Background: an optimization exercise with open tools, aiming at small area. Do not read the settings as production practice.
Function was checked by simulation only, so behaviour that the tests miss may differ from the original.
Power figures rest on the tool's default switching activity, not on a simulated workload.

==> design.v <==
module disp_7segment(
input [3:0] in,
output [6:0] segment);
assign segment[0] = (in[0] & ~in[1] & ~in[2] & ~in[3]) | (~in[0] & in[1] & in[2] & ~in[3]) | (in[0] & ~in[1] & ~in[2] & in[3]) | (in[0] & in[1] & in[2] & in[3]);
assign segment[1] = (~in[0] & ~in[1] & in[2] & ~in[3]) | (in[0] & ~in[1] & in[2] & ~in[3]) | (in[0] & ~in[1] & ~in[2] & in[3]) | (~in[0] & in[1] & ~in[2] & in[3]) | (in[0] & in[1] & ~in[2] & in[3]) | (in[0] & ~in[1] & in[2] & in[3]);
assign segment[2] = (~in[0] & ~in[1] & in[2] & ~in[3]) | (in[0] & ~in[1] & in[2] & ~in[3]) | (~in[0] & ~in[1] & in[2] & in[3]) | (in[0] & ~in[1] & in[2] & in[3]);
assign segment[3] = (in[0] & ~in[1] & ~in[2] & ~in[3]) | (~in[0] & in[1] & ~in[2] & ~in[3]) | (in[0] & ~in[1] & in[2] & in[3]) | (~in[0] & in[1] & in[2] & in[3]) | (in[0] & in[1] & in[2] & in[3]);
assign segment[4] = (in[0] & ~in[1] & ~in[2] & ~in[3]) | (in[0] & in[1] & ~in[2] & ~in[3]) | (in[0] & in[1] & in[2] & ~in[3]) | (in[0] & in[1] & ~in[2] & in[3]) | (~in[0] & in[1] & in[2] & in[3]) | (in[0] & in[1] & in[2] & in[3]);
assign segment[5] = (~in[0] & in[1] & in[2] & ~in[3]) | (in[0] & in[1] & in[2] & ~in[3]) | (~in[0] & ~in[1] & in[2] & in[3]) | (~in[0] & in[1] & in[2] & in[3]) | (in[0] & in[1] & in[2] & in[3]);
assign segment[6] = (~in[0] & ~in[1] & ~in[2] & ~in[3]) | (~in[0] & ~in[1] & in[2] & ~in[3]) | (~in[0] & in[1] & in[2] & in[3]) | (in[0] & in[1] & in[2] & in[3]);
endmodule
module kypd(
input clk, rst, sample_en,
input [1:0] state,
input [3:0] row,
output [3:0] col,
output done,
output reg [15:0] number
);
reg [2:0] gap;       
reg [2:0] count;
reg [3:0] key;
wire [3:0] pressed = ~row;
wire any_new = |pressed;
wire button_released = sample_en & ~any_new & (gap == 3'd3);
assign col[0] = (state == 2'd0) ? 1'b0 : 1'b1;
assign col[1] = (state == 2'd1) ? 1'b0 : 1'b1;
assign col[2] = (state == 2'd2) ? 1'b0 : 1'b1;
assign col[3] = (state == 2'd3) ? 1'b0 : 1'b1;
always @(*)
begin
	case (state)
		2'd0: key = pressed[2] ? 4'he : pressed[1] ? 4'h1 : pressed[0] ? 4'hf : 4'h0;
		2'd1: key = pressed[3] ? 4'hd : pressed[2] ? 4'h8 : pressed[1] ? 4'hb : 4'hc;
		2'd2: key = pressed[3] ? 4'h5 : pressed[2] ? 4'h3 : pressed[1] ? 4'ha : 4'h7;
		default: key = pressed[3] ? 4'h6 : pressed[2] ? 4'h4 : pressed[1] ? 4'h9 : 4'h2;
	endcase
end
assign done = count[2];
always @(posedge clk)
begin
	if (rst)
		gap <= 3'd4;
	else if (sample_en)
	begin
		if (any_new)
			gap <= 3'd0;
		else if (~gap[2])
			gap <= gap + 3'd1;
	end
end
always @(posedge clk)
begin
	if (rst)
		count <= 3'd0;
	else if (button_released)
		count <= done ? 3'd0 : count + 3'd1;
end
always @(posedge clk)
begin
	if (sample_en & any_new & ~done)
		number[3:0] <= key;
end
always @(posedge clk)
begin
	if (button_released & ~done & ~(count[1] & count[0]))
		number[15:4] <= number[11:0];
end
endmodule
module input_password(
input clk, rst, sample_en,
input [1:0] state,
input [3:0] row,
output [3:0] col,
output cycle_complete,
output [15:0] code
);
kypd u1 (clk, rst, sample_en, state, row, col, cycle_complete, code);
endmodule
module profiles(
input clk, rst, en, done, write,
input [15:0] password,
input [3:0] selected_profile,
input [3:0] slot,
output valid
);
reg [255:0] ring;
reg [15:0] match;
reg ok;         
reg wpend;      
reg [3:0] wsel;
reg clr;        
reg wnow;       
reg keep;       
localparam [15:0] ZERO = 16'h0000;
wire wnow_nxt = ~rst & wpend & ~wnow & ((slot + 4'd1) == wsel);
wire clr_nxt = rst | (clr & ~(&slot));
wire [15:0] head = ({16{wnow}} & password) | ({16{keep}} & ring[15:0]);
wire [15:0] match_at_rise = {match[0], match[15:1]};
assign valid = ~rst & done & ok;
always @(posedge clk)
begin
	ring <= {head, ring[255:16]};
	match <= {head == password, match[15:1]};
end
always @(posedge clk)
begin
	clr <= clr_nxt;
	wnow <= wnow_nxt;
	keep <= ~wnow_nxt & ~clr_nxt;
end
always @(posedge clk)
begin
	if (rst)
	begin
		ok <= 1'b1;
		wpend <= 1'b0;
	end
	else
	begin
		if (en & done)
			ok <= ~write & match_at_rise[selected_profile];
		if (en & done & write)
			wpend <= 1'b1;
		else if (wnow)
			wpend <= 1'b0;
	end
end
always @(posedge clk)
begin
	if (en & done & write)
		wsel <= selected_profile;
end
endmodule
module digital_lock(
input clk, rst, add_profile, d3_in,
input [3:0] profile_selected,
input [3:0] row,
output [3:0] col,
output [1:0] high, low,
output valid,
output reg locked,
output [6:0] dis_code0, dis_code1, dis_code2, dis_code3
);
reg [9:0] cnt;
wire div_rise = &cnt[7:0];
wire div_fall = ~cnt[7] & (&cnt[6:0]);
wire [15:0] code;
wire done;
reg disp_on;    
reg zero_seen;  
assign high = 2'b11;
assign low = 2'b00;
always @(posedge clk)
begin
	if (rst)
		cnt <= 10'h080;
	else
		cnt <= cnt + 10'd1;
end
input_password in_pass (clk, rst, div_fall, cnt[9:8], row, col, done, code);
profiles prof (clk, rst, div_rise, done, add_profile, code, profile_selected, cnt[3:0], valid);
localparam [15:0] ZERO = 16'h0000;
wire [15:0] pass_code = disp_on ? code : ZERO;
disp_7segment disp1 (pass_code[3:0]  , dis_code0);
disp_7segment disp2 (pass_code[7:4]  , dis_code1);
disp_7segment disp3 (pass_code[11:8] , dis_code2);
disp_7segment disp4 (pass_code[15:12], dis_code3);
always @(posedge clk)
begin
	if (rst)
		disp_on <= 1'b0;
	else if (div_rise)
		disp_on <= done;
end
always @(posedge clk)
begin
	if (rst)
	begin
		zero_seen <= ~d3_in;
		locked <= 1'b0;
	end
	else if (div_rise)
	begin
		zero_seen <= ~d3_in;
		locked <= locked | zero_seen;
	end
end
endmodule
==> flow/run.sh <==
#!/bin/bash
# The standard layout, with the port buffers made from the smallest buffer cell
# and a clock tree of small buffers (clkbuf_4, at most 12 sinks each) without dummy loads.
set -euo pipefail
bash standard.sh \
  BUFFER_PORTS_ARGS="-buffer_cell sky130_fd_sc_hd__buf_1" \
  CTS_ARGS="-sink_clustering_enable -repair_clock_nets -dont_use_dummy_load -buf_list sky130_fd_sc_hd__clkbuf_4 -sink_clustering_size 12 -sink_clustering_max_diameter 45" \
  finish > standard.log 2>&1
==> standard.sh <==
#!/bin/bash
# synth_recipe.tcl (not shown) runs the flow's synth.tcl, then flattens the netlist and writes it again
# the make line also repeats each setting of config.mk as NAME=value (left out here)
make -C /OpenROAD-flow-scripts/flow DESIGN_CONFIG=/design/flow/config.mk WORK_HOME=/design/flow/orfs CLKGATE_MAP_FILE= SYNTH_SCRIPT=/design/flow/synth_recipe.tcl "${@:-finish}"
==> config.mk <==
export PLATFORM = sky130hd
export DESIGN_NAME = digital_lock
export DESIGN_NICKNAME = digital_lock
export VERILOG_FILES = /design/flow/design.v
export SDC_FILE = /design/flow/constraint.sdc
export NUM_CORES = 4
export LEC_CHECK = 0
export CAP_MARGIN = 20
export CORE_MARGIN = 2
export CORE_UTILIZATION = 75
export CTS_BUF_LIST = sky130_fd_sc_hd__clkbuf_8
export CTS_CLUSTER_DIAMETER = 50
export CTS_CLUSTER_SIZE = 20
export PLACE_DENSITY = 0.85
export SLEW_MARGIN = 20
==> constraint.sdc <==
create_clock -name core_clock -period 10.0 [get_ports {clk}]
set_input_delay 2.0000 -clock core_clock [delete_from_list [all_inputs] [get_ports {clk}]]
set_output_delay 2.0000 -clock core_clock [all_outputs]
set_load 0.01 [all_outputs]
==> summary.txt <==
initial antenna violation count: 0
setup TNS: 0 ns
Worst Hold Class: reg2reg
clock share of power: 26.7%
# diodes: 0
clk sinks: 316
CTS max path bufs: 3
drt pass-1 iters: 5
Post-CTS Hold Buffers: 0
Layout Nets: 689
CTS Buf Count: 30
WL final: 13.29 mm
status: timing/DRC/antenna clean
Gate power share: 0.9%
Pint: 1415 µW
count leader, synth: dfxtp_1
post-layout min period: 5.002 ns
DR DRC count: 0
Worst-path clk slew: 0.12 ns
yosys warns: 3
Area contributors post-synth: dfxtp_1, edfxtp_1, a21oi_1
maxcap violations: 0
synth-to-layout area growth: 5.331%
# IOs: 50
Sw Pwr: 342.1 µW
Max-slew headroom: 34.70%
post-route cell area: 8801 µm²
top post-synthesis cells by count: dfxtp_1, nor2_1, a21oi_1
clk_skew: 0.06499 ns
synthesized area per cell: 13.35 µm²
detailed-route wire length per cell: 16.36 µm
share of the yosys chip area belonging to registers: 78.23%
RSZ-0062 raised after global routing: false
CTS tree: yes
Async SR Flop Fraction: 0%
Seq cells post-synth: 316
total core area: 10840 µm²
Total GRT Usage: 22.69%
post-DP HPWL: 8.819 mm
leading area contributor after synthesis: dfxtp_1
Post-Syn Instances: 626
sequential power share: 72.4%
Crit Path Max Fanout: 24
first-pass GRT wire length: 21.00 mm
leakage: 0.003352 µW
final hold violation count: 0
layout cells sized above 1: 6.250%
row count: 38
DR vias/cell: 5.496
# setup viols final: 0
Die H: 109.6 µm
grt total ovfl: 0
remaining antenna violation count: 0
1st-iter DRT viols: 254
H-tree levels: 1
Switching Fraction: 19.46%
GPL Wtd Cong: 0.8679
Max Freq: 0.1999 GHz
number of global-route vias before repair: 4408
Die X: 109.6 µm
vias post-DR: 4463
pwr/cell area: 199.7 nW/µm²
post-cts sizing count: 0
Cells on Worst Hold Path: 0
Synth cell types: 52
pin count of the biggest net entering global routing: 26
CP arrival: 3.00 ns
number of flops mapped to enable cells by yosys: 21
CP Data Required Time: 8.00 ns
Mapped Area: 8356 µm²
Placed Instance Area: 8576 µm²
Tcrit/Tclk final: 50.02%
Worst setup EP type: output port
share of the synthesized area in the top cell type: 70.68%
VDD IR max: 0.1385 mV
Port Buf Inserts: 45
Worst-Margin Slew: 0.9795 ns
Top FF cell, synth: dfxtp_1
Root Driver: clkbuf_4
Setup CP Type: in2out
Startpoint Class: input port
DIE AREA: 12000 µm²
Initial Util: 77.08%
Setup Buffers After CTS: 0
FF-to-FF path depth: 6
Final Max Slew Viols: 0
Clock Latency Late Sink: 0.62 ns
==> power groups by stage <==
stage / Combinational, µW / Sequential [µW] / Clock, µW
floorplan: 11.3 / 1300 / 0
finish: 15.2 / 1270 / 469
global route: 16.9 / 1270 / 531
CTS: 15.1 / 1270 / 485
global placement: 13.9 / 1300 / 0
detailed placement: 15.1 / 1300 / 0
==> path summary, 6_finish.rpt <==
path / startpoint / slack (ns) / endpoint
max: rst / 5.00 / valid
min: prof.match[6]$_DFF_P_ / 0.28 / prof.match[5]$_DFF_P_
max reg2reg: cnt[0]$_SDFF_PP0_ / 7.92 / in_pass.u1.number[6]$_DFFE_PP_
min reg2reg: prof.match[6]$_DFF_P_ / 0.28 / prof.match[5]$_DFF_P_
==> kinds of logic after synthesis <==
kind of cell | Yosys count | synth area share (%)
AO/OA/AOI/OAI | 108 | 8.536
XOR/XNOR | 13 | 1.363
AND/OR/NAND/NOR | 127 | 7.862
multiplexers | 5 | 0.9134
buffers and inverters | 52 | 2.561
adder cells (fa/ha/maj) | 3 | 0.4493
flip-flops | 316 | 78.23
other | 2 | 0.08988
==> cells in the final DEF, fill, tap and decap left out, types with 3 or more instances in the layout <==
| master | instances |
|---|---|
| dfxtp_1 | 295 |
| buf_1 | 45 |
| nor2_1 | 40 |
| a21oi_1 | 32 |
| clkbuf_4 | 30 |
| nand2_1 | 22 |
| nor2b_1 | 22 |
| edfxtp_1 | 21 |
| inv_1 | 20 |
| o21ai_0 | 20 |
| a22o_1 | 16 |
| nand3_1 | 12 |
| nor3_1 | 7 |
| xnor2_1 | 7 |
| xor2_1 | 6 |
| o22ai_1 | 6 |
| a211oi_1 | 5 |
| o311ai_0 | 4 |
| a21boi_0 | 4 |
| nor4_1 | 4 |
| a2111oi_0 | 4 |
| conb_1 | 4 |
| or2_2 | 3 |
| nand2b_1 | 3 |
| a32oi_1 | 3 |
| ha_1 | 3 |
==> state kept, by name (all words and copies together) (netlist names) <==
signal	count
prof.ring	256
in_pass.u1.count	3
prof.keep	1
disp_on	1
prof.match	16
zero_seen	1
cnt	10
prof.wnow	1
in_pass.u1.gap	3
prof.wpend	1
locked	1
in_pass.u1.number	16
prof.ok	1
prof.clr	1
prof.wsel	4
==> metal layers <==
layer / track usage, % / routed length, µm / up-vias
met5: 0 / 0 / -
met3: 4.505 / 649 / 30
li1: - / - / 2182
met2: 37.79 / 6415 / 147
met1: 29.94 / 5946 / 2104
met4: 7.776 / 275 / 0
==> cell type report <==
type | count | area (µm²)
clock buffers | 30 | 225.2
fillers | 619 | 2039
inverters | 20 | 75.07
multi-input cells | 260 | 1613
flip-flops and latches | 316 | 6536
well taps | 140 | 175.2
repair buffers | 46 | 176.4
==> worst max-delay path: stages <==
cell and delay (ns):
buf_1 0.71, nor2_1 0.12, buf_1 0.16
==> through the flow <==
| stage | setup slack [ns] | hold slack (ns) | cells | power [µW] | util, % |
|---|---|---|---|---|---|
| after global placement | 5.064 | 0.3115 | 782 | 1316 | 79.11 |
| after CTS | 5.017 | 0.2844 | 812 | 1773 | 81.19 |
| after floorplan | 5.627 | 0.3096 | 628 | 1313 | - |
| after global routing | 4.903 | 0.2907 | 812 | 1822 | 81.19 |
| final | 4.998 | 0.2813 | 812 | 1758 | 81.19 |
| after detailed placement | 5.008 | 0.3121 | 782 | 1317 | 79.11 |

afterwards: timing with drivers on the ports:
How much do the figures lean on ideal ports? The routed layout below was timed once more, with nothing changed but the port constraints.
Step 1 (the two cells are an assumption about what drives the block):
set clk [get_ports {clk}]
set_driving_cell -lib_cell sky130_fd_sc_hd__clkbuf_16 $clk
set_driving_cell -lib_cell sky130_fd_sc_hd__buf_2 [delete_from_list [all_inputs] $clk]
Step 2 also shifts input and output timing later by t, the mid clock arrival at the registers, as if the neighbouring blocks saw the same clock.
Three values: ideal ports, drivers, drivers and shift; two values: the first two.
shift t [ns]: 0.621
setup slack, ns: 4.998 / 4.962 / 4.962
worst setup path at the end: input to output
slew at the worst register clock pin (ns): 0.12 / 0.12
After both steps setup and hold are still met in this run. For this run, drivers alone change the setup slack by -0.036 ns; drivers and shift together by -0.036 ns.
